This design comes from an exercise in tuning for small area on the open sky130 flow, not from production work. The RTL was checked by simulation tests, not by an equivalence proof against the original design. No activity file was given, so power comes from the tool's default toggle rates.

==> flow/design.v <==
`timescale 1ns / 1ps
`timescale 1ns / 1ps
module buttonSyncPulse(
    input  clk,
    input  rst,
    input  button,
    output pulse
);
    localparam [9:0] TERM = 10'b0011011100;
    reg [9:0] cnt;
    reg       db;
    reg [1:0] ph;
    wire differ = button ^ db;
    wire term   = (cnt == TERM);
    wire fall   = differ & term & db;
    always @(posedge clk) begin
        if (rst | ~differ | term)
            cnt <= 10'd0;
        else
            cnt <= {~cnt[8:0], cnt[9] ^ cnt[6]};
        if (rst)
            db <= 1'b1;
        else if (differ & term)
            db <= button;
        ph[0] <= ~ph[1] & (ph[0] | fall);
        ph[1] <= ph[0];
    end
    assign pulse = ph[1] & ~ph[0];
endmodule
`timescale 1ns / 1ps
module systemResetHandler(
    input  clk,
    input  reset,
    output rst
);
    localparam [9:0] SEED = 10'b0101001100;
    reg [9:0] cnt;
    reg       db;
    wire differ = reset ^ db;
    wire hi9    = (cnt[9:1] == 9'b010101010);
    wire term   = hi9 & ~cnt[0];
    always @(posedge clk) begin
        if (~differ | hi9)
            cnt <= SEED;
        else
            cnt <= {~cnt[8:0], cnt[9] ^ cnt[6]};
        if (differ & term)
            db <= reset;
    end
    assign rst = db;
endmodule
`timescale 1ns / 1ps
module SevenSegmentALU(
    input clk,
    input reset,
    input onesBtn,
    input tensBtn,
    input hundredsBtn,
    input sign,
    input enter,
    output [6:0] seg,
    output [3:0] anode
);
    wire rst;
    systemResetHandler resetHandlerInstance (.clk(clk), .reset(reset), .rst(rst));
    wire pOnes, pTens, pHund, pSign, pEnter;
    buttonSyncPulse onesBtnGen     (.clk(clk), .rst(rst), .button(onesBtn),     .pulse(pOnes));
    buttonSyncPulse tensBtnGen     (.clk(clk), .rst(rst), .button(tensBtn),     .pulse(pTens));
    buttonSyncPulse hundredsBtnGen (.clk(clk), .rst(rst), .button(hundredsBtn), .pulse(pHund));
    buttonSyncPulse signBtnGen     (.clk(clk), .rst(rst), .button(sign),        .pulse(pSign));
    buttonSyncPulse enterBtnGen    (.clk(clk), .rst(rst), .button(enter),       .pulse(pEnter));
    localparam [2:0] S_IN1  = 3'd0;
    localparam [2:0] S_W1   = 3'd1;
    localparam [2:0] S_IN2  = 3'd2;
    localparam [2:0] S_W2   = 3'd3;
    localparam [2:0] S_CALC = 3'd4;
    localparam [2:0] S_UPD  = 3'd5;
    localparam [2:0] S_DONE = 3'd6;
    reg [2:0] state;
    wire inIn1  = (state == S_IN1);
    wire inIn2  = (state == S_IN2);
    wire inW2   = state[1] & state[0];
    wire inCalc = (state == S_CALC);
    wire inUpd  = state[2] & state[0];
    reg [3:0] d0, d1, d2;
    reg       neg;
    reg [3:0] na0, na1, na2;
    wire [3:0] a0 = ~na0, a1 = ~na1, a2 = ~na2;
    reg       aneg;
    reg       aGt;
    reg       cy;
    function [3:0] incDigit(input [3:0] d);
        incDigit = (d[3] & d[0]) ? 4'd0 : d + 4'd1;
    endfunction
    function [4:0] dadd(input [3:0] x, input [3:0] y, input c);
        reg [4:0] s;
        reg       dc;
        begin
            s = x + y + c;
            dc = s[4] | (s[3] & (s[2] | s[1]));
            dadd = {dc, s[3:0] + {1'b0, dc, dc, 1'b0}};
        end
    endfunction
    function [3:0] n9(input [3:0] x, input e);
        n9 = e ? {~(x[3] | x[2] | x[1]), x[2] ^ x[1], x[1], ~x[0]} : x;
    endfunction
    wire diff   = aneg ^ neg;
    wire [11:0] cmpA = {a2, a1, a0};
    wire [11:0] cmpB = {d2, d1, d0};
    reg  [12:0] gtc;
    integer gi;
    always @(*) begin
        gtc[0] = 1'b0;
        for (gi = 0; gi < 12; gi = gi + 1)
            gtc[gi + 1] = (cmpA[gi] & ~cmpB[gi]) | (cmpA[gi] & gtc[gi]) | (~cmpB[gi] & gtc[gi]);
    end
    wire gtNow = gtc[12];
    wire [3:0] bDig = inW2 ? d0 : (inCalc ? d1 : d2);
    wire [4:0] sd   = dadd(a0, n9(bDig, diff), cy);
    wire [3:0] rDig = n9(sd[3:0], diff & ~aGt);
    wire resNeg = (diff & ~aGt) ? (neg & ((rDig != 4'd0) | (a2 != 4'd0) | (a1 != 4'd0))) : aneg;
    always @(posedge clk) begin
        if (rst) begin
            state <= S_IN1;
            d0 <= 4'd0; d1 <= 4'd0; d2 <= 4'd0; neg <= 1'b0;
        end else begin
            case (state)
                S_IN1, S_IN2: begin
                    if (pEnter) begin
                        state <= inIn1 ? S_W1 : S_W2;
                    end else begin
                        if (pOnes) d0 <= incDigit(d0);
                        if (pTens) d1 <= incDigit(d1);
                        if (pHund) d2 <= incDigit(d2);
                        if (pSign) neg <= ~neg;
                    end
                end
                S_W1: begin
                    if (~enter) begin
                        d0 <= 4'd0; d1 <= 4'd0; d2 <= 4'd0; neg <= 1'b0;
                        state <= S_IN2;
                    end
                end
                S_W2: begin
                    if (~enter) state <= S_CALC;
                end
                S_CALC: state <= S_UPD;
                S_UPD: begin
                    {d2, d1, d0} <= {rDig, a2, a1};
                    neg <= resNeg;
                    state <= S_DONE;
                end
                default: ;
            endcase
        end
    end
    wire step = (inW2 & ~enter) | inCalc;
    always @(posedge clk) begin
        if (rst) begin
            {na2, na1, na0} <= 12'hfff;
            aneg <= 1'b0;
        end else if (inIn1) begin
            {na2, na1, na0} <= ~{d2, d1, d0};
            aneg <= neg;
        end else if (step) begin
            {na2, na1, na0} <= ~{rDig, a2, a1};
        end
        if (inIn2 | inW2)
            aGt <= gtNow;
        cy <= (inIn2 | (inW2 & enter)) ? (diff & gtNow) : sd[4];
    end
    localparam [11:0] MUX_RST  = 12'b101010101010;
    localparam [11:0] MUX_RUN  = 12'b101010101011;
    localparam [11:0] MUX_TERM = 12'b010000101110;
    reg [11:0] mcnt;
    reg [3:0]  an;
    reg [3:0]  cd;
    localparam [11:0] MUX_MASK = 12'b111110110111;
    wire mp = ((mcnt & MUX_MASK) == (MUX_TERM & MUX_MASK));
    wire an0 = ~an[0] | (&an[3:1]);    
    always @(posedge clk) begin
        if (rst)
            mcnt <= MUX_RST;
        else if (mp)
            mcnt <= MUX_RUN;
        else
            mcnt <= {~mcnt[10:0], mcnt[11] ^ mcnt[10]};
        if (rst) begin
            an  <= 4'b1111;
            cd  <= 4'd0;
        end else if (mp) begin
            an <= an0 ? 4'b1101 : {an[2:0], an[3]};
            cd <= an0 ? d1 : ~an[1] ? d2 : ~an[2] ? {3'b111, ~neg} : d0;
        end
    end
    assign anode = an;
    assign seg[0] = (~cd[0] & ~cd[2]) | (cd[0] & ~cd[1] & cd[2]) | (cd[1] & ~cd[3]) | (~cd[1] & cd[3]);
    assign seg[1] = (~cd[0] & ~cd[1]) | (~cd[2]) | (cd[0] & cd[1] & ~cd[3]);
    assign seg[2] = (~cd[1]) | (cd[0] & ~cd[2]) | (cd[2] & ~cd[3]);
    assign seg[3] = (~cd[0] & ~cd[2]) | (cd[1] & ~cd[2]) | (cd[0] & ~cd[1] & cd[2]) | (~cd[1] & cd[3]) | (~cd[0] & cd[1] & ~cd[3]);
    assign seg[4] = (~cd[0] & ~cd[2]) | (~cd[0] & cd[1] & ~cd[3]);
    assign seg[5] = (~cd[0] & ~cd[1]) | (~cd[1] & cd[2]) | (~cd[1] & cd[3]) | (~cd[0] & cd[2] & ~cd[3]);
    assign seg[6] = (~cd[0] & cd[1]) | (cd[1] & ~cd[2]) | (~cd[1] & cd[2]) | (~cd[1] & cd[3]);
endmodule
Settings: LEC_CHECK=0, CAP_MARGIN=20, CORE_MARGIN=2, CORE_UTILIZATION=40, SLEW_MARGIN=20; clock period 10.0 ns.
standard.sh (not shown) runs the stock make flow with config.mk's settings and CLKGATE_MAP_FILE= SYNTH_SCRIPT=/design/flow/synth_recipe.tcl, a recipe that flattens the netlist after the stock synthesis.
==> flow/flow/run.sh <==
#!/bin/bash
# Layout flow: the standard flow, except for synthesis and two settings.
#
# Synthesis runs ORFS's own synth.tcl with three changes: no Kogge-Stone
# carry-lookahead map, no full/half-adder extraction, and an area-oriented ABC
# script. It is run with several ABC scripts (flow/abc_*.scr, and &deepsyn
# with several seeds and step limits) and the netlist with the smallest cell
# area is kept. The standard synthesis is also run, into ref/; a custom
# netlist is used only if its flip-flops (instance names and cell types) match
# the standard netlist's exactly, otherwise the standard synthesis is used.
# Placement buffers the ports with buf_1, and CTS builds the clock tree from
# clkbuf_4 without dummy loads (clkbuf_8 if the clock-pin slew of the clkbuf_4
# tree is over 124 ps as measured here).
# Each tool's output goes to a log file of its own in this folder.
set -uo pipefail
W=$(pwd)
RESREL=results/${FLOW_PLATFORM}/SevenSegmentALU/base

sed -e "s#WORK_HOME=[^ ]*orfs#WORK_HOME=$W/ref#" standard.sh > ref.sh

python3 - "$FLOW_HOME/scripts/synth.tcl" "$W/synth_custom.tcl" > patch_synth.log 2>&1 <<'PY'
import sys
src = open(sys.argv[1]).read()
src = src.replace('"-extra-map $::env(FLOW_HOME)/platforms/common/lcu_kogge_stone.v"', '""')
a = src.index('# Technology mapping of adders')
b = src.index('# Technology mapping of latches')
src = src[:a] + src[b:]
old = 'log_cmd abc {*}$abc_args'
assert old in src
src = src.replace(old, 'log_cmd abc -script $::env(CUSTOM_ABC_SCRIPT) {*}$lib_args {*}$lib_dont_use_args')
assert 'lcu_kogge' not in src and 'extract_fa' not in src
open(sys.argv[2], 'w').write(src)
print("patched synth.tcl")
PY
sed -e "s#source \$::env(SCRIPTS_DIR)/synth.tcl#source $W/synth_custom.tcl#" synth_recipe.tcl > my_synth.tcl

# candidate ABC scripts
mkdir -p abc
cp flow/abc_*.scr abc/
for s in $(seq 1 31); do
  sed -e "s/&deepsyn -J 50 -T 600/\&deepsyn -J 50 -T 600 -S $s/" flow/abc_deepsyn.scr > abc/abc_deepsyn_s$s.scr
done
for s in $(seq 1 32); do
  sed -e "s/&deepsyn -J 50 -T 600/\&deepsyn -J 20 -T 600 -S $s/" flow/abc_deepsyn.scr > abc/abc_deepsyn_j20_s$s.scr
done
for s in $(seq 1 4); do
  sed -e "s/&deepsyn -J 50 -T 600/\&deepsyn -J 150 -T 600 -S $s/" flow/abc_deepsyn.scr > abc/abc_deepsyn_j150_s$s.scr
done

flops() {
  # instance name and cell type (drive strength stripped) of every flip-flop
  awk '/^ *sky130_fd_sc_hd__(df|edf|sdf|dl)[a-z]*_[0-9]+ /{c=$1; sub(/_[0-9]+$/,"",c); n=$2; print n, c}' "$1" | sort
}
area() {
  awk '/Chip area for module/{print $NF}' "$1/reports/${FLOW_PLATFORM}/SevenSegmentALU/base/synth_stat.txt" 2>/dev/null
}

bash ref.sh synth > synth_ref.log 2>&1
flops ref/$RESREL/1_2_yosys.v > flops_ref.txt

best=""; best_area=""
if grep -q "patched" patch_synth.log && [[ -s flops_ref.txt ]]; then
  names=()
  for f in abc/*.scr; do names+=("$(basename "$f" .scr)"); done
  run_one() {
    local n=$1
    sed -e "s#WORK_HOME=[^ ]*orfs#WORK_HOME=$W/cand_$n#" \
        -e "s#SYNTH_SCRIPT=[^ ]*synth_recipe.tcl#SYNTH_SCRIPT=$W/my_synth.tcl#" standard.sh > cand_$n.sh
    CUSTOM_ABC_SCRIPT=$W/abc/$n.scr bash cand_$n.sh synth > synth_$n.log 2>&1
  }
  i=0
  for n in "${names[@]}"; do
    run_one "$n" &
    i=$((i+1))
    if (( i % 4 == 0 )); then wait; fi
  done
  wait
  for n in "${names[@]}"; do
    a=$(area cand_$n)
    [[ -n "$a" ]] || continue
    flops cand_$n/$RESREL/1_2_yosys.v > flops_$n.txt
    if cmp -s flops_ref.txt flops_$n.txt; then
      echo "$n $a" >> candidates.log
      if [[ -z "$best" ]] || awk -v a="$a" -v b="$best_area" 'BEGIN{exit !(a<b)}'; then
        best=$n; best_area=$a
      fi
    else
      echo "$n $a flip-flops differ from the standard synthesis" >> candidates.log
    fi
  done
fi

rm -rf orfs
if [[ -n "$best" ]]; then
  echo "synthesis: custom $best, area $best_area" | tee flow_choice.log
  mv cand_$best orfs
else
  echo "synthesis: standard" | tee flow_choice.log
  bash standard.sh synth > synth_standard.log 2>&1
fi
for n in cand_*; do [[ -d "$n" ]] && rm -rf "$n"; done

EXTRA=("CTS_ARGS=-sink_clustering_enable -repair_clock_nets -dont_use_dummy_load -buf_list sky130_fd_sc_hd__clkbuf_4"
       "BUFFER_PORTS_ARGS=-buffer_cell sky130_fd_sc_hd__buf_1")
bash standard.sh "${EXTRA[@]}" finish > layout.log 2>&1

RES=$W/orfs/$RESREL PLATFORM_DIR=$FLOW_HOME/platforms/$FLOW_PLATFORM \
  openroad -no_init -exit flow/clkslew.tcl > clkslew.log 2>&1
slew=$(awk '/^CLKSLEW/{print $2}' clkslew.log)
echo "clock pin slew: ${slew:-unknown} ns" | tee -a flow_choice.log
if [[ -z "$slew" ]] || awk -v s="$slew" 'BEGIN{exit !(s > 0.124)}'; then
  rm -f orfs/$RESREL/4_* orfs/$RESREL/5_* orfs/$RESREL/6_* out/final.def
  EXTRA[0]="CTS_ARGS=-sink_clustering_enable -repair_clock_nets -dont_use_dummy_load -buf_list sky130_fd_sc_hd__clkbuf_8"
  echo "clock tree made again with clkbuf_8" | tee -a flow_choice.log
  bash standard.sh "${EXTRA[@]}" finish > layout_clkbuf8.log 2>&1
fi
==> flow/flow/clkslew.tcl <==
# Largest flip-flop clock-pin slew (ns) of the final layout, with its extracted parasitics.
set plat $::env(PLATFORM_DIR)
read_lef $plat/lef/sky130_fd_sc_hd.tlef
read_lef $plat/lef/sky130_fd_sc_hd_merged.lef
read_liberty $plat/lib/sky130_fd_sc_hd__tt_025C_1v80.lib
read_db $::env(RES)/6_final.odb
read_sdc $::env(RES)/6_final.sdc
read_spef $::env(RES)/6_final.spef
set mx 0
foreach p [get_pins -hierarchical */CLK] {
  foreach t {slew_max_rise slew_max_fall} {
    catch { set v [get_property $p $t]; if {$v > $mx} {set mx $v} }
  }
}
puts "CLKSLEW $mx"
Other scripts of this flow, unchanged in this note and not shown: flow/flow/abc_deepsyn.scr, flow/flow/abc_nf.scr
The baseline produced a clean layout.
Then changed:
--- a/flow/flow/run.sh
+++ b/flow/flow/run.sh
@@ -12,2 +12 @@
-# clkbuf_4 without dummy loads (clkbuf_8 if the clock-pin slew of the clkbuf_4
-# tree is over 124 ps as measured here).
+# clkbuf_4 without dummy loads.
@@ -43 +42 @@
-for s in $(seq 1 32); do
+for s in $(seq 1 16); do
@@ -106,11 +104,0 @@
-
-RES=$W/orfs/$RESREL PLATFORM_DIR=$FLOW_HOME/platforms/$FLOW_PLATFORM \
-  openroad -no_init -exit flow/clkslew.tcl > clkslew.log 2>&1
-slew=$(awk '/^CLKSLEW/{print $2}' clkslew.log)
-echo "clock pin slew: ${slew:-unknown} ns" | tee -a flow_choice.log
-if [[ -z "$slew" ]] || awk -v s="$slew" 'BEGIN{exit !(s > 0.124)}'; then
-  rm -f orfs/$RESREL/4_* orfs/$RESREL/5_* orfs/$RESREL/6_* out/final.def
-  EXTRA[0]="CTS_ARGS=-sink_clustering_enable -repair_clock_nets -dont_use_dummy_load -buf_list sky130_fd_sc_hd__clkbuf_8"
-  echo "clock tree made again with clkbuf_8" | tee -a flow_choice.log
-  bash standard.sh "${EXTRA[@]}" finish > layout_clkbuf8.log 2>&1
-fi
removed: flow/flow/clkslew.tcl
After rerunning: The new run completed with no timing, DRC or antenna violations. Sequential share of layout area is unchanged. Non-clock buffer count stays the same. Die area is unchanged. Setup slack is unchanged. Wire length does not change. Total power stays the same. Count of clock-buffer cells in the layout is unchanged. Sequential power is about the same.

## re-timing with driven ports
The results above use ideal ports. As a check the final layouts listed here were re-extracted and re-timed, cells and wires unchanged.
Step 1 sets driving cells, clkbuf_16 on the clock port and buf_2 on the other inputs (assumed; they add their load-dependent delay and slew).
Step 2 adds t to the input delays and takes it off the output delays; t is the mean of the earliest and latest rising clock arrival at the registers after step 1. Input paths then give back, and output paths get back, about the clock's delay inside the block.
Slacks: ideal ports / drivers / drivers and shift; pairs: ideal ports / drivers.
run	shift t [ns]	slack for setup (ns)	hold WS [ns]	pins driven straight from the clock port
the first run	0.509	6.105 / 6.089 / 6.011	0.357 / 0.357 / 0.357	1
the second run	0.509	6.105 / 6.089 / 6.011	0.357 / 0.357 / 0.357	1
After both steps every run listed still meets setup and hold.
